Source: an optimization exercise on an open RTL-to-GDS flow (aim: small area and a short achievable clock period). Production flows keep margins and buffers that such runs may drop.
Only simulation tests tie the RTL to the original design; equivalence was not proved.
Power and IR drop assume default switching activity.

<file path="constraint.sdc">
create_clock -name core_clock -period 20.0 [get_ports {clk}]
set_input_delay 4.0000 -clock core_clock [delete_from_list [all_inputs] [get_ports {clk}]]
set_output_delay 4.0000 -clock core_clock [all_outputs]
set_load 0.01 [all_outputs]
</file>
<file path="flow/run.sh">
#!/bin/bash
# Layout flow: the standard flow (standard synthesis unchanged), with
#  - a setup margin for the resizer's timing repair,
#  - plain buffers (instead of the default delay-cell buffers) on the ports,
#  - a clock tree of mid-size clock buffers over larger sink clusters,
#    without dummy loads.
# Each tool's full output goes to the ORFS logs under orfs/logs; make's own
# output goes to standard.log.
set -euo pipefail
MARGIN=${MARGIN:-7}
bash standard.sh \
  SETUP_SLACK_MARGIN=$MARGIN \
  "BUFFER_PORTS_ARGS=-buffer_cell sky130_fd_sc_hd__buf_2" \
  "CTS_ARGS=-sink_clustering_enable -repair_clock_nets -dont_use_dummy_load -buf_list sky130_fd_sc_hd__clkbuf_8 -sink_clustering_size 16 -sink_clustering_max_diameter 50" \
  finish > standard.log 2>&1
</file>
<file path="standard.sh">
#!/bin/bash
# synth_recipe.tcl (not shown) runs the flow's synth.tcl, then flattens the netlist and writes it again
# the make line also repeats each setting of config.mk as NAME=value (left out here)
make -C /OpenROAD-flow-scripts/flow DESIGN_CONFIG=/design/flow/config.mk WORK_HOME=/design/flow/orfs CLKGATE_MAP_FILE= SYNTH_SCRIPT=/design/flow/synth_recipe.tcl "${@:-finish}"
</file>
<file path="design.v">
module ip_stride #(parameter IP_TRACKER_COUNT = 8)
(
	input   logic 			clk,
	input   logic 			rst,
	input   logic   [63:0]  addr_i,
	input 	logic 	[63:0]	ip_i,
	output 	logic 	[63:0]	pref_addr1_o,
	output 	logic 	        pref_valid1_o,
	output 	logic 	[63:0]	pref_addr2_o,
	output 	logic 	        pref_valid2_o,
	output 	logic 	[63:0]	pref_addr3_o,
	output 	logic 	        pref_valid3_o
);
localparam N = IP_TRACKER_COUNT;
localparam CW = 58;
logic [63:0]   ip       [N];
logic [CW-1:0] last_cla [N];
logic [CW-1:0] pred     [N];
logic [N-1:0]  vld;
logic [N-1:0]  lru;
logic          pref_valid1, pref_valid2, pref_valid3;
logic [CW-1:0] cla;
assign cla = addr_i[63:6];
logic          ip_zero;
logic [N-1:0]  ne, vmatch, match, sel, victim, wsel;
logic          hit;
logic ip_nz;
ips_nz64 u_zero (.a(ip_i), .nz(ip_nz));
assign ip_zero = ~ip_nz;
genvar gi;
generate
	for (gi = 0; gi < N; gi++) begin : g_cmp
		ips_ne64 u_ne (.a(ip[gi]), .b(ip_i), .ne(ne[gi]));
	end
endgenerate
logic nohit;
ips_match #(.N(N)) u_match (.ne(ne), .nvld(~vld), .ipz(ip_zero), .vmatch(vmatch), .match(match), .nohit(nohit));
assign hit = ~nohit;
always_comb begin
	sel = '0;
	for (int i = 0; i < N; i++) begin
		sel[i] = match[i];
		for (int j = i + 1; j < N; j++)
			if (match[j]) sel[i] = 1'b0;
	end
end
always_comb begin
	victim = '0;
	for (int i = 0; i < N; i++) begin
		victim[i] = ~lru[i];
		for (int j = 0; j < i; j++)
			if (~lru[j]) victim[i] = 1'b0;
	end
end
logic [N*CW-1:0] lc_flat, pr_flat;
always_comb begin
	for (int i = 0; i < N; i++) begin
		lc_flat[i*CW +: CW] = last_cla[i];
		pr_flat[i*CW +: CW] = pred[i];
	end
end
logic [CW-1:0] lsel, nlsel, rd_pred;
logic [CW-1:0] rd_cla;
ips_sel8 #(.W(CW)) u_lsel (.sel(vmatch), .d(lc_flat), .q(rd_cla));
generate
	for (gi = 0; gi < CW; gi++) begin : g_nl
		ips_aoi21 u (.a1(nohit), .a2(cla[gi]), .b1(rd_cla[gi]), .y(nlsel[gi]));
	end
endgenerate
assign lsel = ~nlsel;
ips_sel8 #(.W(CW)) u_psel (.sel(vmatch), .d(pr_flat), .q(rd_pred));
logic [CW-1:0] p1, p2, p3;
ips_pref #(.W(CW)) u_pref (.c(cla), .nl(nlsel), .p1(p1), .p2(p2), .p3(p3));
assign pref_addr1_o = {p1, 6'b000000};
assign pref_addr2_o = {p2, 6'b000000};
assign pref_addr3_o = {p3, 6'b000000};
assign pref_valid1_o = pref_valid1;
assign pref_valid2_o = pref_valid2;
assign pref_valid3_o = pref_valid3;
logic stride_nz, we, stride_match;
assign stride_nz    = (cla != lsel);
assign we           = ~hit | stride_nz;
assign wsel         = hit ? sel : victim;
assign stride_match = (cla == rd_pred);
logic [N-1:0] lru_set, lru_nxt;
assign lru_set = lru | wsel;
assign lru_nxt = (&lru_set) ? wsel : lru_set;
localparam TW = 64 + 2*CW;
logic [N-1:0] wen, nwen;
logic [TW-1:0] tr_q [N];
logic [TW-1:0] tr_d [N];
assign wen  = {N{we}} & wsel;
assign nwen = ~wen;
generate
	for (gi = 0; gi < N; gi++) begin : g_hold
		assign tr_q[gi] = {ip[gi], last_cla[gi], pred[gi]};
		ips_hold #(.W(TW)) u_hold (.en(wen[gi]), .nen(nwen[gi]), .d({ip_i, cla, p1}), .q(tr_q[gi]), .y(tr_d[gi]));
	end
endgenerate
always_ff @(posedge clk) begin
	for (int i = 0; i < N; i++)
		{ip[i], last_cla[i], pred[i]} <= tr_d[i];
end
always_ff @(posedge clk) begin
	if (rst) begin
		vld         <= '0;
		lru         <= '0;
		pref_valid1 <= 1'b0;
		pref_valid2 <= 1'b0;
		pref_valid3 <= 1'b0;
	end else if (we) begin
		vld <= vld | wsel;
		lru <= lru_nxt;
		if (hit) begin
			pref_valid1 <= stride_match & (p1[CW-1:6] == cla[CW-1:6]);
			pref_valid2 <= stride_match & (p2[CW-1:6] == cla[CW-1:6]);
			pref_valid3 <= stride_match & (p3[CW-1:6] == cla[CW-1:6]);
		end
	end
end
endmodule  
module ips_aoi21 (input logic a1, input logic a2, input logic b1, output logic y);
assign y = ~((a1 & a2) | b1);
endmodule
module ips_sel8 #(parameter W = 58)
(
	input  logic [7:0]     sel,
	input  logic [8*W-1:0] d,
	output logic [W-1:0]   q
);
always_comb begin
	q = '0;
	for (int i = 0; i < 8; i++)
		q = q | ({W{sel[i]}} & d[i*W +: W]);
end
endmodule
module ips_hold #(parameter W = 180)
(
	input  logic         en,
	input  logic         nen,
	input  logic [W-1:0] d,
	input  logic [W-1:0] q,
	output logic [W-1:0] y
);
assign y = ({W{en}} & d) | ({W{nen}} & q);
endmodule
module ips_match #(parameter N = 8)
(
	input  logic [N-1:0] ne,
	input  logic [N-1:0] nvld,
	input  logic         ipz,
	output logic [N-1:0] vmatch,
	output logic [N-1:0] match,
	output logic         nohit
);
assign vmatch = ~(ne | nvld);
assign match  = vmatch | (nvld & {N{ipz}});
assign nohit  = ~(|vmatch) & ~(ipz & (|nvld));
endmodule
module ips_xor2 (input logic a, input logic b, output logic y);
assign y = a ^ b;
endmodule
module ips_xnor2 (input logic a, input logic b, output logic y);
assign y = ~(a ^ b);
endmodule
module ips_and2 (input logic a, input logic b, output logic y);
assign y = a & b;
endmodule
module ips_nor2 (input logic a, input logic b, output logic y);
assign y = ~(a | b);
endmodule
module ips_nand2 (input logic a, input logic b, output logic y);
assign y = ~(a & b);
endmodule
module ips_ao21 (input logic g, input logic p, input logic x, output logic y);
assign y = g | (p & x);
endmodule
module ips_gp (input logic gh, input logic ph, input logic gl, input logic pl,
               output logic g, output logic p);
assign g = gh | (ph & gl);
assign p = ph & pl;
endmodule
module ips_pg (input logic a, input logic b, output logic p, output logic g);
assign p = a ^ b;
assign g = a & b;
endmodule
module ips_ne64
(
	input  logic [63:0] a,
	input  logic [63:0] b,
	output logic        ne
);
logic [63:0] d;
logic [31:0] e1;
logic [15:0] n2;
logic [7:0]  e3;
logic [3:0]  n4;
logic [1:0]  e5;
genvar i;
generate
	for (i = 0; i < 64; i++) begin : g_d
		ips_xor2 u (.a(a[i]), .b(b[i]), .y(d[i]));
	end
	for (i = 0; i < 32; i++) begin : g_e1
		ips_nor2 u (.a(d[2*i]), .b(d[2*i+1]), .y(e1[i]));
	end
	for (i = 0; i < 16; i++) begin : g_n2
		ips_nand2 u (.a(e1[2*i]), .b(e1[2*i+1]), .y(n2[i]));
	end
	for (i = 0; i < 8; i++) begin : g_e3
		ips_nor2 u (.a(n2[2*i]), .b(n2[2*i+1]), .y(e3[i]));
	end
	for (i = 0; i < 4; i++) begin : g_n4
		ips_nand2 u (.a(e3[2*i]), .b(e3[2*i+1]), .y(n4[i]));
	end
	for (i = 0; i < 2; i++) begin : g_e5
		ips_nor2 u (.a(n4[2*i]), .b(n4[2*i+1]), .y(e5[i]));
	end
endgenerate
ips_nand2 u_top (.a(e5[0]), .b(e5[1]), .y(ne));
endmodule
module ips_nz64
(
	input  logic [63:0] a,
	output logic        nz
);
logic [31:0] e1;
logic [15:0] n2;
logic [7:0]  e3;
logic [3:0]  n4;
logic [1:0]  e5;
genvar i;
generate
	for (i = 0; i < 32; i++) begin : g_e1
		ips_nor2 u (.a(a[2*i]), .b(a[2*i+1]), .y(e1[i]));
	end
	for (i = 0; i < 16; i++) begin : g_n2
		ips_nand2 u (.a(e1[2*i]), .b(e1[2*i+1]), .y(n2[i]));
	end
	for (i = 0; i < 8; i++) begin : g_e3
		ips_nor2 u (.a(n2[2*i]), .b(n2[2*i+1]), .y(e3[i]));
	end
	for (i = 0; i < 4; i++) begin : g_n4
		ips_nand2 u (.a(e3[2*i]), .b(e3[2*i+1]), .y(n4[i]));
	end
	for (i = 0; i < 2; i++) begin : g_e5
		ips_nor2 u (.a(n4[2*i]), .b(n4[2*i+1]), .y(e5[i]));
	end
endgenerate
ips_nand2 u_top (.a(e5[0]), .b(e5[1]), .y(nz));
endmodule
module ips_pref #(parameter W = 58)
(
	input  logic [W-1:0] c,
	input  logic [W-1:0] nl,
	output logic [W-1:0] p1,
	output logic [W-1:0] p2,
	output logic [W-1:0] p3
);
logic [W-1:0] nl2, c2, c4;
assign nl2 = {nl[W-2:0], 1'b1};
assign c2  = {c[W-2:0], 1'b0};
assign c4  = {c[W-3:0], 2'b00};
logic [W-1:0] t2, g2, s2, k2v;
logic [W-1:0] u3, h3, s3, k3v;
genvar i;
generate
	for (i = 0; i < W; i++) begin : g_csa
		ips_pg   u_t2 (.a(c[i]), .b(c2[i]), .p(t2[i]), .g(g2[i]));
		ips_xor2 u_s2 (.a(t2[i]), .b(nl2[i]), .y(s2[i]));
		ips_ao21 u_k2 (.g(g2[i]), .p(t2[i]), .x(nl2[i]), .y(k2v[i]));
		ips_pg   u_u3 (.a(nl[i]), .b(nl2[i]), .p(u3[i]), .g(h3[i]));
		ips_xor2 u_s3 (.a(u3[i]), .b(c4[i]), .y(s3[i]));
		ips_ao21 u_k3 (.g(h3[i]), .p(u3[i]), .x(c4[i]), .y(k3v[i]));
	end
endgenerate
logic [W-1:0] k2, k3;
assign k2 = {k2v[W-2:0], 1'b0};
assign k3 = {k3v[W-2:0], 1'b1};
ips_add u_add1 (.a(c2), .b(nl), .cin(1'b1), .s(p1));
ips_add u_add2 (.a(s2), .b(k2), .cin(1'b1), .s(p2));
ips_add u_add3 (.a(s3), .b(k3), .cin(1'b1), .s(p3));
endmodule
module ips_add
(
	input  logic [57:0] a,
	input  logic [57:0] b,
	input  logic        cin,
	output logic [57:0] s
);
logic [57:0] hp, hg;
genvar i;
generate
	for (i = 0; i < 58; i++) begin : g_pg
		ips_pg u (.a(a[i]), .b(b[i]), .p(hp[i]), .g(hg[i]));
	end
endgenerate
logic g0;
ips_ao21 u_g0 (.g(hg[0]), .p(hp[0]), .x(cin), .y(g0));
logic g1_1, g1_3, p1_3, g1_5, p1_5, g1_7, p1_7, g1_9, p1_9, g1_11, p1_11, g1_13, p1_13, g1_15, p1_15, g1_17, p1_17, g1_19, p1_19, g1_21, p1_21, g1_23, p1_23, g1_25, p1_25, g1_27, p1_27, g1_29, p1_29, g1_31, p1_31, g1_33, p1_33, g1_35, p1_35, g1_37, p1_37, g1_39, p1_39, g1_41, p1_41, g1_43, p1_43, g1_45, p1_45, g1_47, p1_47, g1_49, p1_49, g1_51, p1_51, g1_53, p1_53, g1_55, p1_55, g1_57, p1_57, g2_2, g2_3, g2_6, p2_6, g2_7, p2_7, g2_10, p2_10, g2_11, p2_11, g2_14, p2_14, g2_15, p2_15, g2_18, p2_18, g2_19, p2_19, g2_22, p2_22, g2_23, p2_23, g2_26, p2_26, g2_27, p2_27, g2_30, p2_30, g2_31, p2_31, g2_34, p2_34, g2_35, p2_35, g2_38, p2_38, g2_39, p2_39, g2_42, p2_42, g2_43, p2_43, g2_46, p2_46, g2_47, p2_47, g2_50, p2_50, g2_51, p2_51, g2_54, p2_54, g2_55, p2_55, g3_4, g3_5, g3_6, g3_7, g3_12, p3_12, g3_13, p3_13, g3_14, p3_14, g3_15, p3_15, g3_20, p3_20, g3_21, p3_21, g3_22, p3_22, g3_23, p3_23, g3_28, p3_28, g3_29, p3_29, g3_30, p3_30, g3_31, p3_31, g3_36, p3_36, g3_37, p3_37, g3_38, p3_38, g3_39, p3_39, g3_44, p3_44, g3_45, p3_45, g3_46, p3_46, g3_47, p3_47, g3_52, p3_52, g3_53, p3_53, g3_54, p3_54, g3_55, p3_55, g4_8, g4_9, g4_10, g4_11, g4_12, g4_13, g4_14, g4_15, g4_24, p4_24, g4_25, p4_25, g4_26, p4_26, g4_27, p4_27, g4_28, p4_28, g4_29, p4_29, g4_30, p4_30, g4_31, p4_31, g4_40, p4_40, g4_41, p4_41, g4_42, p4_42, g4_43, p4_43, g4_44, p4_44, g4_45, p4_45, g4_46, p4_46, g4_47, p4_47, g4_56, p4_56, g4_57, p4_57, g5_16, g5_17, g5_18, g5_19, g5_20, g5_21, g5_22, g5_23, g5_24, g5_25, g5_26, g5_27, g5_28, g5_29, g5_30, g5_31, g5_48, p5_48, g5_49, p5_49, g5_50, p5_50, g5_51, p5_51, g5_52, p5_52, g5_53, p5_53, g5_54, p5_54, g5_55, p5_55, g5_56, p5_56, g5_57, p5_57, g6_32, g6_33, g6_34, g6_35, g6_36, g6_37, g6_38, g6_39, g6_40, g6_41, g6_42, g6_43, g6_44, g6_45, g6_46, g6_47, g6_48, g6_49, g6_50, g6_51, g6_52, g6_53, g6_54, g6_55, g6_56, g6_57;
ips_nd00g u_n1_1 (.gh(hg[1]), .ph(hp[1]), .gl(g0), .y(g1_1));
ips_nd00f u_n1_3 (.gh(hg[3]), .ph(hp[3]), .gl(hg[2]), .pl(hp[2]), .yg(g1_3), .yp(p1_3));
ips_nd00f u_n1_5 (.gh(hg[5]), .ph(hp[5]), .gl(hg[4]), .pl(hp[4]), .yg(g1_5), .yp(p1_5));
ips_nd00f u_n1_7 (.gh(hg[7]), .ph(hp[7]), .gl(hg[6]), .pl(hp[6]), .yg(g1_7), .yp(p1_7));
ips_nd00f u_n1_9 (.gh(hg[9]), .ph(hp[9]), .gl(hg[8]), .pl(hp[8]), .yg(g1_9), .yp(p1_9));
ips_nd00f u_n1_11 (.gh(hg[11]), .ph(hp[11]), .gl(hg[10]), .pl(hp[10]), .yg(g1_11), .yp(p1_11));
ips_nd00f u_n1_13 (.gh(hg[13]), .ph(hp[13]), .gl(hg[12]), .pl(hp[12]), .yg(g1_13), .yp(p1_13));
ips_nd00f u_n1_15 (.gh(hg[15]), .ph(hp[15]), .gl(hg[14]), .pl(hp[14]), .yg(g1_15), .yp(p1_15));
ips_nd00f u_n1_17 (.gh(hg[17]), .ph(hp[17]), .gl(hg[16]), .pl(hp[16]), .yg(g1_17), .yp(p1_17));
ips_nd00f u_n1_19 (.gh(hg[19]), .ph(hp[19]), .gl(hg[18]), .pl(hp[18]), .yg(g1_19), .yp(p1_19));
ips_nd00f u_n1_21 (.gh(hg[21]), .ph(hp[21]), .gl(hg[20]), .pl(hp[20]), .yg(g1_21), .yp(p1_21));
ips_nd00f u_n1_23 (.gh(hg[23]), .ph(hp[23]), .gl(hg[22]), .pl(hp[22]), .yg(g1_23), .yp(p1_23));
ips_nd00f u_n1_25 (.gh(hg[25]), .ph(hp[25]), .gl(hg[24]), .pl(hp[24]), .yg(g1_25), .yp(p1_25));
ips_nd00f u_n1_27 (.gh(hg[27]), .ph(hp[27]), .gl(hg[26]), .pl(hp[26]), .yg(g1_27), .yp(p1_27));
ips_nd00f u_n1_29 (.gh(hg[29]), .ph(hp[29]), .gl(hg[28]), .pl(hp[28]), .yg(g1_29), .yp(p1_29));
ips_nd00f u_n1_31 (.gh(hg[31]), .ph(hp[31]), .gl(hg[30]), .pl(hp[30]), .yg(g1_31), .yp(p1_31));
ips_nd00f u_n1_33 (.gh(hg[33]), .ph(hp[33]), .gl(hg[32]), .pl(hp[32]), .yg(g1_33), .yp(p1_33));
ips_nd00f u_n1_35 (.gh(hg[35]), .ph(hp[35]), .gl(hg[34]), .pl(hp[34]), .yg(g1_35), .yp(p1_35));
ips_nd00f u_n1_37 (.gh(hg[37]), .ph(hp[37]), .gl(hg[36]), .pl(hp[36]), .yg(g1_37), .yp(p1_37));
ips_nd00f u_n1_39 (.gh(hg[39]), .ph(hp[39]), .gl(hg[38]), .pl(hp[38]), .yg(g1_39), .yp(p1_39));
ips_nd00f u_n1_41 (.gh(hg[41]), .ph(hp[41]), .gl(hg[40]), .pl(hp[40]), .yg(g1_41), .yp(p1_41));
ips_nd00f u_n1_43 (.gh(hg[43]), .ph(hp[43]), .gl(hg[42]), .pl(hp[42]), .yg(g1_43), .yp(p1_43));
ips_nd00f u_n1_45 (.gh(hg[45]), .ph(hp[45]), .gl(hg[44]), .pl(hp[44]), .yg(g1_45), .yp(p1_45));
ips_nd00f u_n1_47 (.gh(hg[47]), .ph(hp[47]), .gl(hg[46]), .pl(hp[46]), .yg(g1_47), .yp(p1_47));
ips_nd00f u_n1_49 (.gh(hg[49]), .ph(hp[49]), .gl(hg[48]), .pl(hp[48]), .yg(g1_49), .yp(p1_49));
ips_nd00f u_n1_51 (.gh(hg[51]), .ph(hp[51]), .gl(hg[50]), .pl(hp[50]), .yg(g1_51), .yp(p1_51));
ips_nd00f u_n1_53 (.gh(hg[53]), .ph(hp[53]), .gl(hg[52]), .pl(hp[52]), .yg(g1_53), .yp(p1_53));
ips_nd00f u_n1_55 (.gh(hg[55]), .ph(hp[55]), .gl(hg[54]), .pl(hp[54]), .yg(g1_55), .yp(p1_55));
ips_nd00f u_n1_57 (.gh(hg[57]), .ph(hp[57]), .gl(hg[56]), .pl(hp[56]), .yg(g1_57), .yp(p1_57));
ips_nd01g u_n2_2 (.gh(hg[2]), .ph(hp[2]), .gl(g1_1), .y(g2_2));
ips_nd11g u_n2_3 (.gh(g1_3), .ph(p1_3), .gl(g1_1), .y(g2_3));
ips_nd01f u_n2_6 (.gh(hg[6]), .ph(hp[6]), .gl(g1_5), .pl(p1_5), .yg(g2_6), .yp(p2_6));
ips_nd11f u_n2_7 (.gh(g1_7), .ph(p1_7), .gl(g1_5), .pl(p1_5), .yg(g2_7), .yp(p2_7));
ips_nd01f u_n2_10 (.gh(hg[10]), .ph(hp[10]), .gl(g1_9), .pl(p1_9), .yg(g2_10), .yp(p2_10));
ips_nd11f u_n2_11 (.gh(g1_11), .ph(p1_11), .gl(g1_9), .pl(p1_9), .yg(g2_11), .yp(p2_11));
ips_nd01f u_n2_14 (.gh(hg[14]), .ph(hp[14]), .gl(g1_13), .pl(p1_13), .yg(g2_14), .yp(p2_14));
ips_nd11f u_n2_15 (.gh(g1_15), .ph(p1_15), .gl(g1_13), .pl(p1_13), .yg(g2_15), .yp(p2_15));
ips_nd01f u_n2_18 (.gh(hg[18]), .ph(hp[18]), .gl(g1_17), .pl(p1_17), .yg(g2_18), .yp(p2_18));
ips_nd11f u_n2_19 (.gh(g1_19), .ph(p1_19), .gl(g1_17), .pl(p1_17), .yg(g2_19), .yp(p2_19));
ips_nd01f u_n2_22 (.gh(hg[22]), .ph(hp[22]), .gl(g1_21), .pl(p1_21), .yg(g2_22), .yp(p2_22));
ips_nd11f u_n2_23 (.gh(g1_23), .ph(p1_23), .gl(g1_21), .pl(p1_21), .yg(g2_23), .yp(p2_23));
ips_nd01f u_n2_26 (.gh(hg[26]), .ph(hp[26]), .gl(g1_25), .pl(p1_25), .yg(g2_26), .yp(p2_26));
ips_nd11f u_n2_27 (.gh(g1_27), .ph(p1_27), .gl(g1_25), .pl(p1_25), .yg(g2_27), .yp(p2_27));
ips_nd01f u_n2_30 (.gh(hg[30]), .ph(hp[30]), .gl(g1_29), .pl(p1_29), .yg(g2_30), .yp(p2_30));
ips_nd11f u_n2_31 (.gh(g1_31), .ph(p1_31), .gl(g1_29), .pl(p1_29), .yg(g2_31), .yp(p2_31));
ips_nd01f u_n2_34 (.gh(hg[34]), .ph(hp[34]), .gl(g1_33), .pl(p1_33), .yg(g2_34), .yp(p2_34));
ips_nd11f u_n2_35 (.gh(g1_35), .ph(p1_35), .gl(g1_33), .pl(p1_33), .yg(g2_35), .yp(p2_35));
ips_nd01f u_n2_38 (.gh(hg[38]), .ph(hp[38]), .gl(g1_37), .pl(p1_37), .yg(g2_38), .yp(p2_38));
ips_nd11f u_n2_39 (.gh(g1_39), .ph(p1_39), .gl(g1_37), .pl(p1_37), .yg(g2_39), .yp(p2_39));
ips_nd01f u_n2_42 (.gh(hg[42]), .ph(hp[42]), .gl(g1_41), .pl(p1_41), .yg(g2_42), .yp(p2_42));
ips_nd11f u_n2_43 (.gh(g1_43), .ph(p1_43), .gl(g1_41), .pl(p1_41), .yg(g2_43), .yp(p2_43));
ips_nd01f u_n2_46 (.gh(hg[46]), .ph(hp[46]), .gl(g1_45), .pl(p1_45), .yg(g2_46), .yp(p2_46));
ips_nd11f u_n2_47 (.gh(g1_47), .ph(p1_47), .gl(g1_45), .pl(p1_45), .yg(g2_47), .yp(p2_47));
ips_nd01f u_n2_50 (.gh(hg[50]), .ph(hp[50]), .gl(g1_49), .pl(p1_49), .yg(g2_50), .yp(p2_50));
ips_nd11f u_n2_51 (.gh(g1_51), .ph(p1_51), .gl(g1_49), .pl(p1_49), .yg(g2_51), .yp(p2_51));
ips_nd01f u_n2_54 (.gh(hg[54]), .ph(hp[54]), .gl(g1_53), .pl(p1_53), .yg(g2_54), .yp(p2_54));
ips_nd11f u_n2_55 (.gh(g1_55), .ph(p1_55), .gl(g1_53), .pl(p1_53), .yg(g2_55), .yp(p2_55));
ips_nd00g u_n3_4 (.gh(hg[4]), .ph(hp[4]), .gl(g2_3), .y(g3_4));
ips_nd10g u_n3_5 (.gh(g1_5), .ph(p1_5), .gl(g2_3), .y(g3_5));
ips_nd10g u_n3_6 (.gh(g2_6), .ph(p2_6), .gl(g2_3), .y(g3_6));
ips_nd00g u_n3_7 (.gh(g2_7), .ph(p2_7), .gl(g2_3), .y(g3_7));
ips_nd00f u_n3_12 (.gh(hg[12]), .ph(hp[12]), .gl(g2_11), .pl(p2_11), .yg(g3_12), .yp(p3_12));
ips_nd10f u_n3_13 (.gh(g1_13), .ph(p1_13), .gl(g2_11), .pl(p2_11), .yg(g3_13), .yp(p3_13));
ips_nd10f u_n3_14 (.gh(g2_14), .ph(p2_14), .gl(g2_11), .pl(p2_11), .yg(g3_14), .yp(p3_14));
ips_nd00f u_n3_15 (.gh(g2_15), .ph(p2_15), .gl(g2_11), .pl(p2_11), .yg(g3_15), .yp(p3_15));
ips_nd00f u_n3_20 (.gh(hg[20]), .ph(hp[20]), .gl(g2_19), .pl(p2_19), .yg(g3_20), .yp(p3_20));
ips_nd10f u_n3_21 (.gh(g1_21), .ph(p1_21), .gl(g2_19), .pl(p2_19), .yg(g3_21), .yp(p3_21));
ips_nd10f u_n3_22 (.gh(g2_22), .ph(p2_22), .gl(g2_19), .pl(p2_19), .yg(g3_22), .yp(p3_22));
ips_nd00f u_n3_23 (.gh(g2_23), .ph(p2_23), .gl(g2_19), .pl(p2_19), .yg(g3_23), .yp(p3_23));
ips_nd00f u_n3_28 (.gh(hg[28]), .ph(hp[28]), .gl(g2_27), .pl(p2_27), .yg(g3_28), .yp(p3_28));
ips_nd10f u_n3_29 (.gh(g1_29), .ph(p1_29), .gl(g2_27), .pl(p2_27), .yg(g3_29), .yp(p3_29));
ips_nd10f u_n3_30 (.gh(g2_30), .ph(p2_30), .gl(g2_27), .pl(p2_27), .yg(g3_30), .yp(p3_30));
ips_nd00f u_n3_31 (.gh(g2_31), .ph(p2_31), .gl(g2_27), .pl(p2_27), .yg(g3_31), .yp(p3_31));
ips_nd00f u_n3_36 (.gh(hg[36]), .ph(hp[36]), .gl(g2_35), .pl(p2_35), .yg(g3_36), .yp(p3_36));
ips_nd10f u_n3_37 (.gh(g1_37), .ph(p1_37), .gl(g2_35), .pl(p2_35), .yg(g3_37), .yp(p3_37));
ips_nd10f u_n3_38 (.gh(g2_38), .ph(p2_38), .gl(g2_35), .pl(p2_35), .yg(g3_38), .yp(p3_38));
ips_nd00f u_n3_39 (.gh(g2_39), .ph(p2_39), .gl(g2_35), .pl(p2_35), .yg(g3_39), .yp(p3_39));
ips_nd00f u_n3_44 (.gh(hg[44]), .ph(hp[44]), .gl(g2_43), .pl(p2_43), .yg(g3_44), .yp(p3_44));
ips_nd10f u_n3_45 (.gh(g1_45), .ph(p1_45), .gl(g2_43), .pl(p2_43), .yg(g3_45), .yp(p3_45));
ips_nd10f u_n3_46 (.gh(g2_46), .ph(p2_46), .gl(g2_43), .pl(p2_43), .yg(g3_46), .yp(p3_46));
ips_nd00f u_n3_47 (.gh(g2_47), .ph(p2_47), .gl(g2_43), .pl(p2_43), .yg(g3_47), .yp(p3_47));
ips_nd00f u_n3_52 (.gh(hg[52]), .ph(hp[52]), .gl(g2_51), .pl(p2_51), .yg(g3_52), .yp(p3_52));
ips_nd10f u_n3_53 (.gh(g1_53), .ph(p1_53), .gl(g2_51), .pl(p2_51), .yg(g3_53), .yp(p3_53));
ips_nd10f u_n3_54 (.gh(g2_54), .ph(p2_54), .gl(g2_51), .pl(p2_51), .yg(g3_54), .yp(p3_54));
ips_nd00f u_n3_55 (.gh(g2_55), .ph(p2_55), .gl(g2_51), .pl(p2_51), .yg(g3_55), .yp(p3_55));
ips_nd01g u_n4_8 (.gh(hg[8]), .ph(hp[8]), .gl(g3_7), .y(g4_8));
ips_nd11g u_n4_9 (.gh(g1_9), .ph(p1_9), .gl(g3_7), .y(g4_9));
ips_nd11g u_n4_10 (.gh(g2_10), .ph(p2_10), .gl(g3_7), .y(g4_10));
ips_nd01g u_n4_11 (.gh(g2_11), .ph(p2_11), .gl(g3_7), .y(g4_11));
ips_nd11g u_n4_12 (.gh(g3_12), .ph(p3_12), .gl(g3_7), .y(g4_12));
ips_nd01g u_n4_13 (.gh(g3_13), .ph(p3_13), .gl(g3_7), .y(g4_13));
ips_nd01g u_n4_14 (.gh(g3_14), .ph(p3_14), .gl(g3_7), .y(g4_14));
ips_nd11g u_n4_15 (.gh(g3_15), .ph(p3_15), .gl(g3_7), .y(g4_15));
ips_nd01f u_n4_24 (.gh(hg[24]), .ph(hp[24]), .gl(g3_23), .pl(p3_23), .yg(g4_24), .yp(p4_24));
ips_nd11f u_n4_25 (.gh(g1_25), .ph(p1_25), .gl(g3_23), .pl(p3_23), .yg(g4_25), .yp(p4_25));
ips_nd11f u_n4_26 (.gh(g2_26), .ph(p2_26), .gl(g3_23), .pl(p3_23), .yg(g4_26), .yp(p4_26));
ips_nd01f u_n4_27 (.gh(g2_27), .ph(p2_27), .gl(g3_23), .pl(p3_23), .yg(g4_27), .yp(p4_27));
ips_nd11f u_n4_28 (.gh(g3_28), .ph(p3_28), .gl(g3_23), .pl(p3_23), .yg(g4_28), .yp(p4_28));
ips_nd01f u_n4_29 (.gh(g3_29), .ph(p3_29), .gl(g3_23), .pl(p3_23), .yg(g4_29), .yp(p4_29));
ips_nd01f u_n4_30 (.gh(g3_30), .ph(p3_30), .gl(g3_23), .pl(p3_23), .yg(g4_30), .yp(p4_30));
ips_nd11f u_n4_31 (.gh(g3_31), .ph(p3_31), .gl(g3_23), .pl(p3_23), .yg(g4_31), .yp(p4_31));
ips_nd01f u_n4_40 (.gh(hg[40]), .ph(hp[40]), .gl(g3_39), .pl(p3_39), .yg(g4_40), .yp(p4_40));
ips_nd11f u_n4_41 (.gh(g1_41), .ph(p1_41), .gl(g3_39), .pl(p3_39), .yg(g4_41), .yp(p4_41));
ips_nd11f u_n4_42 (.gh(g2_42), .ph(p2_42), .gl(g3_39), .pl(p3_39), .yg(g4_42), .yp(p4_42));
ips_nd01f u_n4_43 (.gh(g2_43), .ph(p2_43), .gl(g3_39), .pl(p3_39), .yg(g4_43), .yp(p4_43));
ips_nd11f u_n4_44 (.gh(g3_44), .ph(p3_44), .gl(g3_39), .pl(p3_39), .yg(g4_44), .yp(p4_44));
ips_nd01f u_n4_45 (.gh(g3_45), .ph(p3_45), .gl(g3_39), .pl(p3_39), .yg(g4_45), .yp(p4_45));
ips_nd01f u_n4_46 (.gh(g3_46), .ph(p3_46), .gl(g3_39), .pl(p3_39), .yg(g4_46), .yp(p4_46));
ips_nd11f u_n4_47 (.gh(g3_47), .ph(p3_47), .gl(g3_39), .pl(p3_39), .yg(g4_47), .yp(p4_47));
ips_nd01f u_n4_56 (.gh(hg[56]), .ph(hp[56]), .gl(g3_55), .pl(p3_55), .yg(g4_56), .yp(p4_56));
ips_nd11f u_n4_57 (.gh(g1_57), .ph(p1_57), .gl(g3_55), .pl(p3_55), .yg(g4_57), .yp(p4_57));
ips_nd00g u_n5_16 (.gh(hg[16]), .ph(hp[16]), .gl(g4_15), .y(g5_16));
ips_nd10g u_n5_17 (.gh(g1_17), .ph(p1_17), .gl(g4_15), .y(g5_17));
ips_nd10g u_n5_18 (.gh(g2_18), .ph(p2_18), .gl(g4_15), .y(g5_18));
ips_nd00g u_n5_19 (.gh(g2_19), .ph(p2_19), .gl(g4_15), .y(g5_19));
ips_nd10g u_n5_20 (.gh(g3_20), .ph(p3_20), .gl(g4_15), .y(g5_20));
ips_nd00g u_n5_21 (.gh(g3_21), .ph(p3_21), .gl(g4_15), .y(g5_21));
ips_nd00g u_n5_22 (.gh(g3_22), .ph(p3_22), .gl(g4_15), .y(g5_22));
ips_nd10g u_n5_23 (.gh(g3_23), .ph(p3_23), .gl(g4_15), .y(g5_23));
ips_nd10g u_n5_24 (.gh(g4_24), .ph(p4_24), .gl(g4_15), .y(g5_24));
ips_nd00g u_n5_25 (.gh(g4_25), .ph(p4_25), .gl(g4_15), .y(g5_25));
ips_nd00g u_n5_26 (.gh(g4_26), .ph(p4_26), .gl(g4_15), .y(g5_26));
ips_nd10g u_n5_27 (.gh(g4_27), .ph(p4_27), .gl(g4_15), .y(g5_27));
ips_nd00g u_n5_28 (.gh(g4_28), .ph(p4_28), .gl(g4_15), .y(g5_28));
ips_nd10g u_n5_29 (.gh(g4_29), .ph(p4_29), .gl(g4_15), .y(g5_29));
ips_nd10g u_n5_30 (.gh(g4_30), .ph(p4_30), .gl(g4_15), .y(g5_30));
ips_nd00g u_n5_31 (.gh(g4_31), .ph(p4_31), .gl(g4_15), .y(g5_31));
ips_nd00f u_n5_48 (.gh(hg[48]), .ph(hp[48]), .gl(g4_47), .pl(p4_47), .yg(g5_48), .yp(p5_48));
ips_nd10f u_n5_49 (.gh(g1_49), .ph(p1_49), .gl(g4_47), .pl(p4_47), .yg(g5_49), .yp(p5_49));
ips_nd10f u_n5_50 (.gh(g2_50), .ph(p2_50), .gl(g4_47), .pl(p4_47), .yg(g5_50), .yp(p5_50));
ips_nd00f u_n5_51 (.gh(g2_51), .ph(p2_51), .gl(g4_47), .pl(p4_47), .yg(g5_51), .yp(p5_51));
ips_nd10f u_n5_52 (.gh(g3_52), .ph(p3_52), .gl(g4_47), .pl(p4_47), .yg(g5_52), .yp(p5_52));
ips_nd00f u_n5_53 (.gh(g3_53), .ph(p3_53), .gl(g4_47), .pl(p4_47), .yg(g5_53), .yp(p5_53));
ips_nd00f u_n5_54 (.gh(g3_54), .ph(p3_54), .gl(g4_47), .pl(p4_47), .yg(g5_54), .yp(p5_54));
ips_nd10f u_n5_55 (.gh(g3_55), .ph(p3_55), .gl(g4_47), .pl(p4_47), .yg(g5_55), .yp(p5_55));
ips_nd10f u_n5_56 (.gh(g4_56), .ph(p4_56), .gl(g4_47), .pl(p4_47), .yg(g5_56), .yp(p5_56));
ips_nd00f u_n5_57 (.gh(g4_57), .ph(p4_57), .gl(g4_47), .pl(p4_47), .yg(g5_57), .yp(p5_57));
ips_nd01g u_n6_32 (.gh(hg[32]), .ph(hp[32]), .gl(g5_31), .y(g6_32));
ips_nd11g u_n6_33 (.gh(g1_33), .ph(p1_33), .gl(g5_31), .y(g6_33));
ips_nd11g u_n6_34 (.gh(g2_34), .ph(p2_34), .gl(g5_31), .y(g6_34));
ips_nd01g u_n6_35 (.gh(g2_35), .ph(p2_35), .gl(g5_31), .y(g6_35));
ips_nd11g u_n6_36 (.gh(g3_36), .ph(p3_36), .gl(g5_31), .y(g6_36));
ips_nd01g u_n6_37 (.gh(g3_37), .ph(p3_37), .gl(g5_31), .y(g6_37));
ips_nd01g u_n6_38 (.gh(g3_38), .ph(p3_38), .gl(g5_31), .y(g6_38));
ips_nd11g u_n6_39 (.gh(g3_39), .ph(p3_39), .gl(g5_31), .y(g6_39));
ips_nd11g u_n6_40 (.gh(g4_40), .ph(p4_40), .gl(g5_31), .y(g6_40));
ips_nd01g u_n6_41 (.gh(g4_41), .ph(p4_41), .gl(g5_31), .y(g6_41));
ips_nd01g u_n6_42 (.gh(g4_42), .ph(p4_42), .gl(g5_31), .y(g6_42));
ips_nd11g u_n6_43 (.gh(g4_43), .ph(p4_43), .gl(g5_31), .y(g6_43));
ips_nd01g u_n6_44 (.gh(g4_44), .ph(p4_44), .gl(g5_31), .y(g6_44));
ips_nd11g u_n6_45 (.gh(g4_45), .ph(p4_45), .gl(g5_31), .y(g6_45));
ips_nd11g u_n6_46 (.gh(g4_46), .ph(p4_46), .gl(g5_31), .y(g6_46));
ips_nd01g u_n6_47 (.gh(g4_47), .ph(p4_47), .gl(g5_31), .y(g6_47));
ips_nd11g u_n6_48 (.gh(g5_48), .ph(p5_48), .gl(g5_31), .y(g6_48));
ips_nd01g u_n6_49 (.gh(g5_49), .ph(p5_49), .gl(g5_31), .y(g6_49));
ips_nd01g u_n6_50 (.gh(g5_50), .ph(p5_50), .gl(g5_31), .y(g6_50));
ips_nd11g u_n6_51 (.gh(g5_51), .ph(p5_51), .gl(g5_31), .y(g6_51));
ips_nd01g u_n6_52 (.gh(g5_52), .ph(p5_52), .gl(g5_31), .y(g6_52));
ips_nd11g u_n6_53 (.gh(g5_53), .ph(p5_53), .gl(g5_31), .y(g6_53));
ips_nd11g u_n6_54 (.gh(g5_54), .ph(p5_54), .gl(g5_31), .y(g6_54));
ips_nd01g u_n6_55 (.gh(g5_55), .ph(p5_55), .gl(g5_31), .y(g6_55));
ips_nd01g u_n6_56 (.gh(g5_56), .ph(p5_56), .gl(g5_31), .y(g6_56));
ips_nd11g u_n6_57 (.gh(g5_57), .ph(p5_57), .gl(g5_31), .y(g6_57));
ips_xor2 u_s0 (.a(hp[0]), .b(cin), .y(s[0]));
ips_xor2 u_s1 (.a(hp[1]), .b(g0), .y(s[1]));
ips_xnor2 u_s2 (.a(hp[2]), .b(g1_1), .y(s[2]));
ips_xnor2 u_s3 (.a(hp[3]), .b(g2_2), .y(s[3]));
ips_xor2 u_s4 (.a(hp[4]), .b(g2_3), .y(s[4]));
ips_xnor2 u_s5 (.a(hp[5]), .b(g3_4), .y(s[5]));
ips_xor2 u_s6 (.a(hp[6]), .b(g3_5), .y(s[6]));
ips_xor2 u_s7 (.a(hp[7]), .b(g3_6), .y(s[7]));
ips_xnor2 u_s8 (.a(hp[8]), .b(g3_7), .y(s[8]));
ips_xnor2 u_s9 (.a(hp[9]), .b(g4_8), .y(s[9]));
ips_xor2 u_s10 (.a(hp[10]), .b(g4_9), .y(s[10]));
ips_xor2 u_s11 (.a(hp[11]), .b(g4_10), .y(s[11]));
ips_xnor2 u_s12 (.a(hp[12]), .b(g4_11), .y(s[12]));
ips_xor2 u_s13 (.a(hp[13]), .b(g4_12), .y(s[13]));
ips_xnor2 u_s14 (.a(hp[14]), .b(g4_13), .y(s[14]));
ips_xnor2 u_s15 (.a(hp[15]), .b(g4_14), .y(s[15]));
ips_xor2 u_s16 (.a(hp[16]), .b(g4_15), .y(s[16]));
ips_xnor2 u_s17 (.a(hp[17]), .b(g5_16), .y(s[17]));
ips_xor2 u_s18 (.a(hp[18]), .b(g5_17), .y(s[18]));
ips_xor2 u_s19 (.a(hp[19]), .b(g5_18), .y(s[19]));
ips_xnor2 u_s20 (.a(hp[20]), .b(g5_19), .y(s[20]));
ips_xor2 u_s21 (.a(hp[21]), .b(g5_20), .y(s[21]));
ips_xnor2 u_s22 (.a(hp[22]), .b(g5_21), .y(s[22]));
ips_xnor2 u_s23 (.a(hp[23]), .b(g5_22), .y(s[23]));
ips_xor2 u_s24 (.a(hp[24]), .b(g5_23), .y(s[24]));
ips_xor2 u_s25 (.a(hp[25]), .b(g5_24), .y(s[25]));
ips_xnor2 u_s26 (.a(hp[26]), .b(g5_25), .y(s[26]));
ips_xnor2 u_s27 (.a(hp[27]), .b(g5_26), .y(s[27]));
ips_xor2 u_s28 (.a(hp[28]), .b(g5_27), .y(s[28]));
ips_xnor2 u_s29 (.a(hp[29]), .b(g5_28), .y(s[29]));
ips_xor2 u_s30 (.a(hp[30]), .b(g5_29), .y(s[30]));
ips_xor2 u_s31 (.a(hp[31]), .b(g5_30), .y(s[31]));
ips_xnor2 u_s32 (.a(hp[32]), .b(g5_31), .y(s[32]));
ips_xnor2 u_s33 (.a(hp[33]), .b(g6_32), .y(s[33]));
ips_xor2 u_s34 (.a(hp[34]), .b(g6_33), .y(s[34]));
ips_xor2 u_s35 (.a(hp[35]), .b(g6_34), .y(s[35]));
ips_xnor2 u_s36 (.a(hp[36]), .b(g6_35), .y(s[36]));
ips_xor2 u_s37 (.a(hp[37]), .b(g6_36), .y(s[37]));
ips_xnor2 u_s38 (.a(hp[38]), .b(g6_37), .y(s[38]));
ips_xnor2 u_s39 (.a(hp[39]), .b(g6_38), .y(s[39]));
ips_xor2 u_s40 (.a(hp[40]), .b(g6_39), .y(s[40]));
ips_xor2 u_s41 (.a(hp[41]), .b(g6_40), .y(s[41]));
ips_xnor2 u_s42 (.a(hp[42]), .b(g6_41), .y(s[42]));
ips_xnor2 u_s43 (.a(hp[43]), .b(g6_42), .y(s[43]));
ips_xor2 u_s44 (.a(hp[44]), .b(g6_43), .y(s[44]));
ips_xnor2 u_s45 (.a(hp[45]), .b(g6_44), .y(s[45]));
ips_xor2 u_s46 (.a(hp[46]), .b(g6_45), .y(s[46]));
ips_xor2 u_s47 (.a(hp[47]), .b(g6_46), .y(s[47]));
ips_xnor2 u_s48 (.a(hp[48]), .b(g6_47), .y(s[48]));
ips_xor2 u_s49 (.a(hp[49]), .b(g6_48), .y(s[49]));
ips_xnor2 u_s50 (.a(hp[50]), .b(g6_49), .y(s[50]));
ips_xnor2 u_s51 (.a(hp[51]), .b(g6_50), .y(s[51]));
ips_xor2 u_s52 (.a(hp[52]), .b(g6_51), .y(s[52]));
ips_xnor2 u_s53 (.a(hp[53]), .b(g6_52), .y(s[53]));
ips_xor2 u_s54 (.a(hp[54]), .b(g6_53), .y(s[54]));
ips_xor2 u_s55 (.a(hp[55]), .b(g6_54), .y(s[55]));
ips_xnor2 u_s56 (.a(hp[56]), .b(g6_55), .y(s[56]));
ips_xnor2 u_s57 (.a(hp[57]), .b(g6_56), .y(s[57]));
endmodule
module ips_nd00f (input logic gh, input logic ph, input logic gl, input logic pl,
                  output logic yg, output logic yp);
assign yg = ~(gh | (ph & gl));
assign yp = ~(ph & pl);
endmodule
module ips_nd00g (input logic gh, input logic ph, input logic gl, output logic y);
assign y = ~(gh | (ph & gl));
endmodule
module ips_nd01f (input logic gh, input logic ph, input logic gl, input logic pl,
                  output logic yg, output logic yp);
assign yg = ~(gh | (ph & ~gl));
assign yp = ~(ph & ~pl);
endmodule
module ips_nd01g (input logic gh, input logic ph, input logic gl, output logic y);
assign y = ~(gh | (ph & ~gl));
endmodule
module ips_nd10f (input logic gh, input logic ph, input logic gl, input logic pl,
                  output logic yg, output logic yp);
assign yg = (~gh | (~ph & gl));
assign yp = (~ph & pl);
endmodule
module ips_nd10g (input logic gh, input logic ph, input logic gl, output logic y);
assign y = (~gh | (~ph & gl));
endmodule
module ips_nd11f (input logic gh, input logic ph, input logic gl, input logic pl,
                  output logic yg, output logic yp);
assign yg = (~gh | (~ph & ~gl));
assign yp = (~ph & ~pl);
endmodule
module ips_nd11g (input logic gh, input logic ph, input logic gl, output logic y);
assign y = (~gh | (~ph & ~gl));
endmodule
</file>
<file path="config.mk">
export PLATFORM = sky130hd
export DESIGN_NAME = ip_stride
export DESIGN_NICKNAME = ip_stride
export VERILOG_FILES = /design/flow/design.v
export SDC_FILE = /design/flow/constraint.sdc
export NUM_CORES = 4
export LEC_CHECK = 0
export CAP_MARGIN = 5
export CORE_MARGIN = 2
export CORE_UTILIZATION = 40
export SETUP_SLACK_MARGIN = 5
export SLEW_MARGIN = 5
export SYNTH_HIERARCHICAL = 1
</file>
==> run_summary.xml, run 1 <==
<?xml version="1.0" encoding="UTF-8"?>
<metrics>
  <group name="status">
    <metric name="status" unit="">timing/DRC/antenna clean</metric>
  </group>
  <group name="power_and_ir_drop">
    <metric name="power.share.sequential" unit="%">44.8</metric>
    <metric name="share_clk_of_total_power" unit="%">19.2</metric>
    <metric name="vdd.ir_drop.worst" unit="V">0.0000759</metric>
    <metric name="p_int" unit="W">0.00541</metric>
    <metric name="power.share.combinational" unit="%">36.0</metric>
    <metric name="switching_share" unit="%">36.9</metric>
    <metric name="total_leakage_power" unit="nW">35.8</metric>
    <metric name="p_sw" unit="W">0.00316</metric>
    <metric name="cellPowerDensity" unit="nW/um^2">100</metric>
    <metric name="power" unit="W">0.00857</metric>
  </group>
  <group name="floorplan">
    <metric name="effective_utilization_at_floorplan" unit="%">40.3</metric>
    <metric name="die_height" unit="microns">431</metric>
    <metric name="die_width" unit="microns">431</metric>
    <metric name="placementRows" unit="">156</metric>
    <metric name="coreArea" unit="sq um">181000</metric>
    <metric name="io-pin-count" unit="">325</metric>
    <metric name="die_area" unit="sq um">186000</metric>
  </group>
  <group name="routing">
    <metric name="postRouteAntennaNets" unit="">0</metric>
    <metric name="drtPass1Iterations" unit="">6</metric>
    <metric name="postRouteWirelength" unit="mm">282</metric>
    <metric name="drt_iter0_drc" unit="">7168</metric>
    <metric name="routed_wire_length_per_instance" unit="microns">28.1</metric>
    <metric name="dr_total_vias" unit="">61500</metric>
    <metric name="route.detailed.vias_per_inst" unit="">6.13</metric>
    <metric name="dr_drc_count" unit="">0</metric>
  </group>
  <group name="worst_setup_path">
    <metric name="arrival" unit="ns">9.00</metric>
    <metric name="master_of_the_slowest_instance_on_the_critical_path" unit="">sky130_fd_sc_hd__xnor2_1</metric>
    <metric name="cp-start-kind" unit="">primary input</metric>
    <metric name="timing.setup.critical_path_class" unit="">primary input to primary output</metric>
    <metric name="worst_ep_required_time" unit="ns">16.00</metric>
    <metric name="crit_fanout" unit="">17</metric>
    <metric name="timing.critical_path.to_type" unit="">primary output</metric>
    <metric name="critical_path.max_stage_delay" unit="ns">0.59</metric>
    <metric name="path_common_cell" unit="">sky130_fd_sc_hd__buf_12</metric>
  </group>
  <group name="clock_network">
    <metric name="cts.path.max_buffers" unit="">3</metric>
    <metric name="cts_num_sinks" unit="">1459</metric>
    <metric name="cts.hold.buffers_added" unit="">0</metric>
    <metric name="cts.htree.levels" unit="">4</metric>
    <metric name="cts_root_buf" unit="">sky130_fd_sc_hd__clkbuf_8</metric>
    <metric name="insertion_delay" unit="ns">0.95</metric>
    <metric name="clkSlewWorstSetupHoldPaths" unit="ns">0.04</metric>
    <metric name="cts_made_buffers" unit="">144</metric>
    <metric name="cts_tree" unit="">built</metric>
  </group>
  <group name="yosys">
    <metric name="mappedNetlistArea" unit="sq um">73000</metric>
    <metric name="synth_seq_area_share" unit="%">40.0</metric>
    <metric name="synth_top_area_cell" unit="">sky130_fd_sc_hd__dfxtp_1</metric>
    <metric name="synthMostInstantiatedCell" unit="">sky130_fd_sc_hd__dfxtp_1</metric>
    <metric name="synth_edf_count" unit="">0</metric>
    <metric name="netlist_top_cells_count" unit="">sky130_fd_sc_hd__dfxtp_1, sky130_fd_sc_hd__a22o_1, sky130_fd_sc_hd__xor2_1</metric>
    <metric name="yosysWarnings" unit="">17</metric>
    <metric name="synthArstFlopShare" unit="%">0</metric>
    <metric name="synth.top_cell.area_share" unit="%">40.0</metric>
    <metric name="ys_seq_elements" unit="">1459</metric>
    <metric name="syn-instance-count" unit="">7283</metric>
    <metric name="synthFlopType" unit="">sky130_fd_sc_hd__dfxtp_1</metric>
    <metric name="ranking_of_synthesized_cells_by_area" unit="">sky130_fd_sc_hd__dfxtp_1, sky130_fd_sc_hd__a22o_1, sky130_fd_sc_hd__xor2_1</metric>
    <metric name="yosys.cell_types.count" unit="">50</metric>
    <metric name="syn_area_per_cell" unit="sq um">10.0</metric>
  </group>
  <group name="place">
    <metric name="dpl.hpwl" unit="mm">164</metric>
    <metric name="place.gp.congestion" unit="">0.928</metric>
    <metric name="port_buffers" unit="">300</metric>
  </group>
  <group name="sta">
    <metric name="grt_setup_unrepaired" unit="">true</metric>
    <metric name="hold_viol" unit="">0</metric>
    <metric name="worst_clock_skew" unit="ns">0.103</metric>
    <metric name="slew_headroom" unit="%">12.3</metric>
    <metric name="peak_freq" unit="MHz">76.9</metric>
    <metric name="tns" unit="ns">0</metric>
    <metric name="number_of_pins_with_negative_max_slew_slack_in_the_final_report" unit="">0</metric>
    <metric name="worstMarginPinSlew" unit="ns">1.31</metric>
    <metric name="setup_viol" unit="">0</metric>
    <metric name="holdWs" unit="ns">0.470</metric>
    <metric name="min_period_over_period" unit="%">65.0</metric>
    <metric name="min_period" unit="ns">13.00</metric>
  </group>
  <group name="finish">
    <metric name="fillers" unit="">16700</metric>
    <metric name="post_route_cells_drive_above_1_share" unit="%">20.8</metric>
    <metric name="area.growth.synth_to_final" unit="%">17.0</metric>
    <metric name="fin_util" unit="%">47.1</metric>
    <metric name="multi_input_area" unit="sq um">43400</metric>
    <metric name="area.sequential" unit="sq um">29200</metric>
    <metric name="final_net_count" unit="">8069</metric>
  </group>
  <group name="global_route">
    <metric name="track_usage" unit="%">28.6</metric>
    <metric name="gr-total-overflow" unit="">0</metric>
    <metric name="antenna_found_initial" unit="">23</metric>
    <metric name="grt_start_max_net_pins" unit="">151</metric>
    <metric name="grt_pass1_wl" unit="mm">399</metric>
    <metric name="number_of_global_route_vias_before_repair" unit="">57900</metric>
  </group>
  <group name="job">
    <metric name="max-cap-violations" unit="">0</metric>
  </group>
  <group name="hold_path">
    <metric name="holdCritPathClass" unit="">flip-flop to flip-flop</metric>
  </group>
</metrics>
[layout by cell type (no fill, tap or decap), types with 166 or more instances in the layout]
| master | count |
|---|---|
| sky130_fd_sc_hd__dfxtp_1 | 1459 |
| sky130_fd_sc_hd__nand2_1 | 285 |
| sky130_fd_sc_hd__a22oi_1 | 464 |
| sky130_fd_sc_hd__xor2_1 | 807 |
| sky130_fd_sc_hd__buf_4 | 270 |
| sky130_fd_sc_hd__nand4_1 | 166 |
| sky130_fd_sc_hd__buf_2 | 232 |
| sky130_fd_sc_hd__a22o_1 | 1440 |
| sky130_fd_sc_hd__nor2_1 | 389 |
| sky130_fd_sc_hd__inv_1 | 217 |
| sky130_fd_sc_hd__ha_1 | 244 |
| sky130_fd_sc_hd__a21oi_2 | 266 |
[power groups by stage]
stage                     clock network, W  logic, W  registers [W]
final                              0.00165   0.00309        0.00384
after global routing               0.00178   0.00325        0.00389
after CTS                          0.00167   0.00293        0.00382
after detailed placement                 0   0.00274        0.00388
after global placement                   0   0.00270        0.00386
after floorplan                          0   0.00183        0.00380
[metal layers]
layer	GRT usage, %	share of wire (%)	vias to the layer above	wire, microns
li1	-	-	27300	-
met1	36.8	40	30300	114000
met2	43.6	44	3135	123000
met3	5.86	8.8	727	24800
met4	18.0	7.1	6	20000
met5	0	0.015	-	41
[Yosys stat by module (local to each module, per instance), excerpt]
module	flip-flops and latches	times used	cells	area, sq um
ips_aoi21	0	58	1	8.76
ips_nd01f	0	66	3	18.8
ips_xnor2	0	87	1	8.76
ips_nd01g	0	54	2	12.5
ips_nd00f	0	129	2	12.5
ips_nd11f	0	63	2	8.76
ips_nand2	0	189	1	3.75
ips_nd00g	0	33	1	8.76
ips_nd10g	0	30	2	12.5
[worst max-delay path, delay by kind of cell]
| family | cells | cell delay (ns) |
|---|---|---|
| AND/OR/NAND/NOR | 8 | 1.09 |
| adder cells (fa/ha/maj) | 2 | 0.59 |
| AO/OA/AOI/OAI | 6 | 1.17 |
| buffers and inverters | 7 | 1.16 |
| XOR/XNOR | 3 | 0.91 |
[logic make-up (layout without fill, tap and decap cells)]
group | after synthesis | count (layout) | synth area share [%]
buf+inv | 719 | 1044 | 5.72
mux | 1 | 1 | 0.0137
fa+ha+maj | 290 | 290 | 4.97
compound gates | 2606 | 2611 | 29.3
other cells | 3 | 51 | 0.0154
xor+xnor | 1074 | 1074 | 12.9
simple gates | 1131 | 1133 | 7.06
flops | 1459 | 1459 | 40.0
[flip-flops by register name, summed over array words and instances (netlist names)]
register     count
ip             512
last_cla       464
pred           464
lru              8
vld              8
pref_valid1      1
pref_valid2      1
pref_valid3      1
[final cells by class]
class                   count  area share (%)
multi-input cells        5144            50.8
flip-flops and latches   1459            34.2
repair buffers            673            8.07
well taps                2370            3.47
clock buffers             144            2.32
inverters                 227            1.07
diodes                     16          0.0469
[final timing paths]
path | endpoint | slack [ns] | depth (start not counted) | start
worst min register to register | last_cla[3][53]$_DFF_P_ | 0.47 | 1 | last_cla[3][53]$_DFF_P_
worst max-delay path | pref_addr3_o[23] | 7.00 | 26 | ip_i[31]
worst max register to register | pref_valid2$_SDFFE_PP0P_ | 12.31 | 33 | ip[7][43]$_DFF_P_
worst min-delay path | last_cla[3][53]$_DFF_P_ | 0.47 | 1 | last_cla[3][53]$_DFF_P_
[stage by stage]
stage | cell area, sq um | cells | worst slack (ns)
final | 85400 | 10000 | 7.00
after detailed placement | 76600 | 9571 | 5.01
after floorplan | 74600 | 7315 | 5.34
after CTS | 83100 | 9886 | 6.98
after global placement | 76600 | 9571 | 5.04
after global routing | 85400 | 10000 | 6.91
[what timing repair did]
action                     4_1_cts  5_1_grt
cloned                          30        9
setup buffers                  141      122
pin swaps                      118      113
setup endpoints to repair      164      118
resized for setup              504      191
hold endpoints to repair         0        0
==> run 2: changes to the inputs <==
--- a/config.mk
+++ b/config.mk
@@ -5,9 +5,10 @@
 export SDC_FILE = /design/flow/constraint.sdc
 export NUM_CORES = 4
 export LEC_CHECK = 0
-export CAP_MARGIN = 5
+export CAP_MARGIN = 20
 export CORE_MARGIN = 2
 export CORE_UTILIZATION = 40
 export SETUP_SLACK_MARGIN = 5
-export SLEW_MARGIN = 5
+export SLEW_MARGIN = 20
 export SYNTH_HIERARCHICAL = 1
+export TNS_END_PERCENT = 5
==> run_summary.xml, run 2 <==
<?xml version="1.0" encoding="UTF-8"?>
<metrics>
  <group name="power_and_ir_drop">
    <metric name="vdd.ir_drop.worst" unit="V">0.0000761</metric>
    <metric name="total_leakage_power" unit="nW">35.3</metric>
    <metric name="power" unit="W">0.00858</metric>
    <metric name="cellPowerDensity" unit="nW/um^2">102</metric>
  </group>
  <group name="yosys">
    <metric name="synth_top_area_cell" unit="">sky130_fd_sc_hd__dfxtp_1</metric>
    <metric name="synthFlopType" unit="">sky130_fd_sc_hd__dfxtp_1</metric>
    <metric name="synth_seq_area_share" unit="%">40.0</metric>
    <metric name="syn_area_per_cell" unit="sq um">10.0</metric>
    <metric name="ys_seq_elements" unit="">1459</metric>
    <metric name="synth_fa_ha_area_share" unit="%">4.97</metric>
    <metric name="yosys.area_share.xor_xnor" unit="%">12.9</metric>
    <metric name="yosysWarnings" unit="">17</metric>
    <metric name="synth_top_family_by_area" unit="">compound AO/OA/AOI/OAI gates</metric>
    <metric name="synth_compound_area_share" unit="%">29.3</metric>
    <metric name="syn-instance-count" unit="">7283</metric>
    <metric name="netlist_top_cells_count" unit="">sky130_fd_sc_hd__dfxtp_1, sky130_fd_sc_hd__a22o_1, sky130_fd_sc_hd__xor2_1</metric>
    <metric name="synth.top_cell.area_share" unit="%">40.0</metric>
    <metric name="synthArstFlopShare" unit="%">0</metric>
    <metric name="mappedNetlistArea" unit="sq um">73000</metric>
    <metric name="synth.area.mux_share" unit="%">0.0137</metric>
    <metric name="post_synth_and_or_nand_nor_area_fraction" unit="%">7.06</metric>
    <metric name="synthMostInstantiatedCell" unit="">sky130_fd_sc_hd__dfxtp_1</metric>
    <metric name="ranking_of_synthesized_cells_by_area" unit="">sky130_fd_sc_hd__dfxtp_1, sky130_fd_sc_hd__a22o_1, sky130_fd_sc_hd__xor2_1</metric>
    <metric name="yosys.cell_types.count" unit="">50</metric>
    <metric name="synth_edf_count" unit="">0</metric>
  </group>
  <group name="clock_network">
    <metric name="cts_tree" unit="">built</metric>
    <metric name="cts.htree.levels" unit="">4</metric>
    <metric name="cts.hold.buffers_added" unit="">0</metric>
    <metric name="cts_root_buf" unit="">sky130_fd_sc_hd__clkbuf_8</metric>
    <metric name="cts_num_sinks" unit="">1459</metric>
    <metric name="cts.path.max_buffers" unit="">3</metric>
    <metric name="clkSlewWorstSetupHoldPaths" unit="ns">0.04</metric>
    <metric name="cts_made_buffers" unit="">145</metric>
    <metric name="insertion_delay" unit="ns">1.01</metric>
  </group>
  <group name="floorplan">
    <metric name="placementRows" unit="">156</metric>
    <metric name="effective_utilization_at_floorplan" unit="%">40.3</metric>
    <metric name="die_height" unit="microns">431</metric>
    <metric name="die_area" unit="sq um">186000</metric>
    <metric name="die_width" unit="microns">431</metric>
    <metric name="io-pin-count" unit="">325</metric>
    <metric name="coreArea" unit="sq um">181000</metric>
  </group>
  <group name="worst_setup_path">
    <metric name="critical_path.max_stage_delay" unit="ns">0.54</metric>
    <metric name="path_common_cell" unit="">sky130_fd_sc_hd__a21oi_4</metric>
    <metric name="r2r_cells" unit="">26</metric>
    <metric name="master_of_the_slowest_instance_on_the_critical_path" unit="">sky130_fd_sc_hd__or4_4</metric>
    <metric name="timing.rr.end" unit="">last_cla[1][9]$_DFF_P_</metric>
    <metric name="timing.critical_path.to_type" unit="">primary output</metric>
    <metric name="worst_ep_required_time" unit="ns">16.00</metric>
    <metric name="timing.setup.critical_path_class" unit="">primary input to primary output</metric>
    <metric name="critical_path.reg2reg.startpoint" unit="">ip[7][8]$_DFF_P_</metric>
    <metric name="arrival" unit="ns">9.20</metric>
    <metric name="r2r_slack" unit="ns">11.44</metric>
    <metric name="cp-start-kind" unit="">primary input</metric>
    <metric name="cp_launch_point" unit="">ip_i[45]</metric>
    <metric name="crit_fanout" unit="">17</metric>
  </group>
  <group name="routing">
    <metric name="routed_wire_length_per_instance" unit="microns">28.3</metric>
    <metric name="dr_total_vias" unit="">61300</metric>
    <metric name="route.detailed.vias_per_inst" unit="">6.12</metric>
    <metric name="drt_iter0_drc" unit="">5944</metric>
    <metric name="postRouteAntennaNets" unit="">0</metric>
    <metric name="postRouteWirelength" unit="mm">284</metric>
    <metric name="dr_drc_count" unit="">0</metric>
    <metric name="drtPass1Iterations" unit="">6</metric>
  </group>
  <group name="global_route">
    <metric name="gr-total-overflow" unit="">0</metric>
    <metric name="track_usage" unit="%">28.6</metric>
    <metric name="antenna_found_initial" unit="">25</metric>
    <metric name="grt_pass1_wl" unit="mm">400</metric>
    <metric name="grt_start_max_net_pins" unit="">132</metric>
    <metric name="number_of_global_route_vias_before_repair" unit="">59000</metric>
  </group>
  <group name="place">
    <metric name="placed_cell_area" unit="sq um">75800</metric>
    <metric name="dpl.hpwl" unit="mm">162</metric>
    <metric name="port_buffers" unit="">300</metric>
    <metric name="place.gp.congestion" unit="">1.02</metric>
    <metric name="number_of_placed_cells_counting_well_taps" unit="">9593</metric>
  </group>
  <group name="sta">
    <metric name="worst_clock_skew" unit="ns">0.133</metric>
    <metric name="tns" unit="ns">0</metric>
    <metric name="number_of_pins_with_negative_max_slew_slack_in_the_final_report" unit="">0</metric>
    <metric name="min_period_over_period" unit="%">66.0</metric>
    <metric name="setup_viol" unit="">0</metric>
    <metric name="worstMarginPinSlew" unit="ns">1.29</metric>
    <metric name="slew_headroom" unit="%">13.7</metric>
    <metric name="peak_freq" unit="MHz">75.7</metric>
    <metric name="min_period" unit="ns">13.20</metric>
    <metric name="grt_setup_unrepaired" unit="">true</metric>
    <metric name="hold_viol" unit="">0</metric>
  </group>
  <group name="finish">
    <metric name="area.sequential" unit="sq um">29200</metric>
    <metric name="largest_register_ff_count" unit="">512</metric>
    <metric name="area.growth.synth_to_final" unit="%">15.4</metric>
    <metric name="post_route_cells_drive_above_1_share" unit="%">19.4</metric>
    <metric name="commonest_non_fill_non_tap_cells_in_the_layout" unit="">sky130_fd_sc_hd__dfxtp_1, sky130_fd_sc_hd__a22o_1, sky130_fd_sc_hd__xor2_1</metric>
    <metric name="fillers" unit="">16800</metric>
    <metric name="post-route-cell-area" unit="sq um">84300</metric>
    <metric name="multi_input_area" unit="sq um">42800</metric>
    <metric name="instances_no_fill" unit="">10000</metric>
    <metric name="commonest_non_fill_non_tap_cell_in_the_layout" unit="">sky130_fd_sc_hd__dfxtp_1</metric>
    <metric name="final_net_count" unit="">8050</metric>
  </group>
  <group name="status">
    <metric name="status" unit="">timing/DRC/antenna clean</metric>
  </group>
  <group name="hold_path">
    <metric name="hp-start" unit="">last_cla[1][54]$_DFF_P_</metric>
    <metric name="worstHoldEndpoint" unit="">last_cla[1][54]$_DFF_P_</metric>
    <metric name="whs_path_depth" unit="">1</metric>
    <metric name="holdCritPathClass" unit="">flip-flop to flip-flop</metric>
  </group>
  <group name="job">
    <metric name="max-cap-violations" unit="">0</metric>
  </group>
</metrics>
[run 2: metrics by stage]
| step | worst slack, ns | utilization [%] | hold slack (ns) |
|---|---|---|---|
| detailed placement | 4.39 | 41.8 | 0.453 |
| CTS | 6.79 | 45.3 | 0.469 |
| global route | 6.70 | 46.5 | 0.478 |
| floorplan | 5.32 | - | 0.440 |
| finish | 6.80 | 46.5 | 0.467 |
| global placement | 4.43 | 41.8 | 0.452 |
[run 2: worst max-delay path: cells and delay by family]
kind | cells | cell delay [ns]
buf+inv | 10 | 1.67
xor+xnor | 3 | 0.68
fa+ha+maj | 2 | 0.59
simple gates | 9 | 1.20
compound gates | 7 | 1.00
[run 2: layout make-up]
type	count	share of cell area [%]
antenna	17	0.0505
clock buffer	145	2.37
inverter	227	1.08
multi-input combinational	5144	50.8
sequential	1459	34.7
tap	2370	3.52
timing repair buffer	653	7.54
[run 2: repair_timing]
item / 4_1_cts / 5_1_grt
pin swaps: 105 / 94
setup endpoints to repair: 170 / 132
buffers inserted: 126 / 97
gates resized for setup: 493 / 184
gates cloned: 19 / 17
[run 2: logic make-up (layout without fill, tap and decap cells)]
family                     count (synthesis)  count (layout)
DFF                                     1459            1459
buffers and inverters                    719            1025
adders and majority gates                290             290
xor gates and xnor gates                1074            1074
and+or+nand+nor                         1131            1133
muxes                                      1               1
other                                      3              52
AOI/OAI and AO/OA                       2606            2611
[run 2: per-module statistics from Yosys (local to each module, per instance), a selection]
module / flops+latches / copies in the design
ip_stride: 1459 / 1
ips_nd01f: 0 / 66
ips_nd10g: 0 / 30
ips_pg: 0 / 290
ips_nd00f: 0 / 129
ips_xnor2: 0 / 87
ips_aoi21: 0 / 58
ips_xor2: 0 / 715
ips_nd00g: 0 / 33
ips_nd11f: 0 / 63
ips_ao21: 0 / 117
ips_nd11g: 0 / 51
ips_nor2: 0 / 378
[run 2: power breakdown]
part / internal (W) / switching [W] / total (W)
logic: 0.00128 / 0.00182 / 0.00310
registers: 0.00349 / 0.000343 / 0.00383
clock network: 0.000644 / 0.00101 / 0.00165
total: 0.00542 / 0.00316 / 0.00858
[run 2: how the worst max path moves through the flow]
stage / end / slack [ns] / cells after the start
global placement: pref_addr2_o[41] / 4.43 / 25
floorplan: pref_addr3_o[39] / 5.32 / 22
global route: pref_addr3_o[46] / 6.70 / 32
CTS: pref_addr1_o[52] / 6.79 / 27
finish: pref_addr3_o[46] / 6.80 / 31
detailed placement: pref_addr2_o[41] / 4.39 / 25
[run 2: per-layer routing]
layer / vias up / track usage [%] / part of all wire [%]
li1: 27300 / - / -
met1: 30300 / 35.9 / 40
met2: 3034 / 43.4 / 43
met3: 766 / 5.99 / 8.6
met4: 14 / 20.9 / 8.3
met5: - / 0 / 0.030

==> static timing again, ports no longer ideal <==
Ports are ideal in the flow. The routed layouts listed here were re-timed in OpenROAD.
Step 1 (the two cells are an assumption about what drives the block):
set clk [get_ports {clk}]
set_driving_cell -lib_cell sky130_fd_sc_hd__clkbuf_16 $clk
set_driving_cell -lib_cell sky130_fd_sc_hd__buf_2 [delete_from_list [all_inputs] $clk]
Step 2 times the ports against the registers' clock, not the clock port: input delays grow and output delays shrink by t, the midpoint of the rising clock arrivals with the driver on.
a / b / c = ideal / step 1 / step 2; a / b = the first two.
run	t (ns)	setup WS [ns]	cell pins on the clock port's net
run 1	0.987	6.998 / 6.898 / 6.898	1
run 2	1.020	6.797 / 6.712 / 6.712	1
After both steps setup and hold are still met in every run listed. For run 1, which loses most, drivers alone change the setup slack by -0.100 ns; drivers and shift together by -0.100 ns.
